From an optimization exercise on the open Yosys and OpenROAD flow, aimed at small area; shortcuts taken in it are not production practice. Function was checked by simulation only, so behaviour that the tests miss may differ from the original. The flow treats the clock pin as an ideal source, which a real chip does not have.

north:
Design rtc_system, start of the top module:
module rtc_system
(
    input clk,
    input rst_n,
    input [3:0] key_in,
    output rtc_sclk,
    input rtc_sio_i,
    output rtc_sio_o,
    output rtc_sio_oe,
    output rtc_rst,
    output [7:0] smg_data,
    output [5:0] scan_sig,
    output config_sig
);
Size in the first run: roughly 890 cells after synthesis, ~190 flip-flops, about 26 I/O pins, about 8700 µm² of cells after synthesis.
make LEC_CHECK=0 CAP_MARGIN=20 CORE_MARGIN=2 CORE_UTILIZATION=40 SLEW_MARGIN=20 finish   # period 20.0 ns
run.sh (not shown) runs the stock make flow with config.mk's settings and CLKGATE_MAP_FILE= SYNTH_SCRIPT=/design/flow/synth_recipe.tcl, a recipe that flattens the netlist after the stock synthesis.
Input changes introduced in south (baseline for comparison: north):
- an added CTS_BUF_LIST of sky130_fd_sc_hd__clkbuf_8
- an added ABC_AREA of 1
- an added CTS_CLUSTER_SIZE of 60
- an added CTS_CLUSTER_DIAMETER of 200
==> flow/flow/run.sh (new file) <==
#!/bin/bash
# Standard ORFS flow, except that synthesis maps the logic with an
# area-oriented ABC script (flow/abc_area.script, picked by ABC_AREA=1) and
# CTS adds no dummy loads. Registers are mapped exactly as the standard
# synthesis maps them.
set -euo pipefail
W=$(pwd)

rm -rf "$W/scripts_area"
cp -r "$FLOW_HOME/scripts" "$W/scripts_area"
cp "$W/flow/abc_area.script" "$W/scripts_area/abc_area.script"

SCRIPTS_DIR="$W/scripts_area" bash "$W/standard.sh" synth > "$W/synth.log" 2>&1

export CTS_ARGS="-sink_clustering_enable -repair_clock_nets -dont_use_dummy_load -sink_clustering_size 60 -sink_clustering_max_diameter 200 -buf_list sky130_fd_sc_hd__clkbuf_8"
bash "$W/standard.sh" > "$W/layout.log" 2>&1
==> flow/flow/abc_area.script (new file) <==
strash
dch
map -a
mfs2
strash
dch
map -a
mfs2
strash
dch
map -a
mfs2
strash
dch
map -a
topo
stime -c
==> flow/standard.sh (new file) <==
#!/bin/bash
# synth_recipe.tcl (not shown) runs the flow's synth.tcl, then flattens the netlist and writes it again
# the make line also repeats each setting of config.mk as NAME=value (left out here)
make -C /OpenROAD-flow-scripts/flow DESIGN_CONFIG=/design/flow/config.mk WORK_HOME=/design/flow/orfs CLKGATE_MAP_FILE= SYNTH_SCRIPT=/design/flow/synth_recipe.tcl "${@:-finish}"
removed: flow/run.sh
Findings:
Relative to north, south improves headroom to the max-slew limit. Taking south over north, the netlist area before placement ratio works out to 0.926. south closes out successfully: all stages finished, all timing, DRC and antenna checks passed. Cells: south has more instances than north. Between north and south, global routing met3 resource utilization is lower for south, north comes in above that.

========
the previous run:
rtc_system, a different RTL version from the one above (not shown whole).
Size in the first run: about 180 flip-flops.
Settings: LEC_CHECK=0, ABC_AREA=1, CAP_MARGIN=20, CORE_MARGIN=2, CORE_UTILIZATION=65, SLEW_MARGIN=20; clock period 20.0 ns.
standard.sh (not shown) runs the stock make flow with config.mk's settings and CLKGATE_MAP_FILE= SYNTH_SCRIPT=/design/flow/synth_recipe.tcl, a recipe that flattens the netlist after the stock synthesis.
==> flow/flow/run.sh <==
#!/bin/bash
# Standard ORFS flow, except that synthesis maps the logic with an
# area-oriented ABC script (flow/abc_area.script, picked by ABC_AREA=1)
# without first extracting half/full adders, ports get the smallest buffer,
# and the clock tree is built from clkbuf_4 without dummy loads, then each
# clock buffer whose flip-flops would see a slow clock edge becomes a
# clkbuf_8 (flow/clkfix.tcl).
# Registers are mapped exactly as the standard synthesis maps them.
set -euo pipefail
W=$(pwd)

rm -rf "$W/scripts_area"
cp -r "$FLOW_HOME/scripts" "$W/scripts_area"
cp "$W/flow/abc_area.script" "$W/scripts_area/abc_area.script"

SCRIPTS_DIR="$W/scripts_area" ADDER_MAP_FILE= bash "$W/standard.sh" synth > "$W/synth.log" 2>&1

export BUFFER_PORTS_ARGS="-buffer_cell sky130_fd_sc_hd__buf_1"
export CTS_ARGS="-sink_clustering_enable -repair_clock_nets -dont_use_dummy_load -buf_list sky130_fd_sc_hd__clkbuf_4"
bash "$W/standard.sh" cts > "$W/cts.log" 2>&1

export RES_DIR="$W/orfs/results/$FLOW_PLATFORM/rtc_system/base"
export CLK_SLEW_LIMIT=0.115
openroad -no_init -exit "$W/flow/clkfix.tcl" > "$W/clkfix.log" 2>&1

bash "$W/standard.sh" > "$W/layout.log" 2>&1
==> flow/flow/abc_area.script <==
strash
dch -f
map -a
mfs2 -W 6 -M 5000
strash
dch -f
map -a
mfs2 -W 6 -M 5000
strash
dch -f
map -a
mfs2 -W 6 -M 5000
strash
dch -f
map -a
mfs2 -W 6 -M 5000
strash
dch -f
map -a
mfs2 -W 6 -M 5000
strash
dch -f
map -a
mfs2 -W 6 -M 5000
strash
dch -f
map -a
mfs2 -W 6 -M 5000
strash
dch -f
map -a
mfs2 -W 6 -M 5000
strash
dch -f
map -a
mfs2 -W 6 -M 5000
strash
dch -f
map -a
mfs2 -W 6 -M 5000
strash
dch -f
map -a
mfs2 -W 6 -M 5000
strash
dch -f
map -a
mfs2 -W 6 -M 5000
strash
dch -f
map -a
mfs2 -W 6 -M 5000
strash
dch -f
map -a
mfs2 -W 6 -M 5000
strash
dch -f
map -a
topo
stime -c
Other scripts of this flow, unchanged in this note and not shown: flow/flow/clkfix.tcl
### the previous run -> the current run
--- a/flow/flow/abc_area.script
+++ b/flow/flow/abc_area.script
@@ -1,16 +0,0 @@
-strash
-dch -f
-map -a
-mfs2 -W 6 -M 5000
-strash
-dch -f
-map -a
-mfs2 -W 6 -M 5000
-strash
-dch -f
-map -a
-mfs2 -W 6 -M 5000
-strash
-dch -f
-map -a
-mfs2 -W 6 -M 5000
==> comparison <==
Comparing clock period minus worst slack for the previous run and the current run, the bigger number came from the current run.
The total routed wirelength on the previous run is in line with that on the current run.
The current run: multi-input logic cell count is 3 higher than what the previous run reported.
The current run ended with less worst setup slack than the previous run.
Changes observed in the current run relative to the previous run: total routed wire length on the met1 layer fell about 2.7%, reg2reg setup slack fell 40 ps, achievable clock frequency fell 2.4 MHz, first-pass GRT wire length rose about 2.3%.
Via count deteriorates in the current run relative to the previous run.

[re-timing with driven ports]
Ports are ideal in the flow. The routed layouts listed here were re-timed in OpenROAD. Step 1 (the two cells are an assumption about what drives the block):
set clk [get_ports {clk}]
set_driving_cell -lib_cell sky130_fd_sc_hd__clkbuf_16 $clk
set_driving_cell -lib_cell sky130_fd_sc_hd__buf_2 [delete_from_list [all_inputs] $clk]
Step 2 also shifts input and output timing later by t, the mid clock arrival at the registers, as if the neighbouring blocks saw the same clock. Three values: ideal ports, drivers, drivers and shift; two values: the first two.
run	t (ns)	setup slack, ns	clock arrival spread, ns
north	0.478	13.993 / 13.945 / 14.423	0.013 / 0.014
south	0.489	13.574 / 13.535 / 14.024	0.046 / 0.046
the previous run	0.460	13.372 / 13.336 / 13.796	0.035 / 0.035
the current run	0.465	13.266 / 13.229 / 13.694	0.042 / 0.042
After both steps every run listed still meets setup and hold.
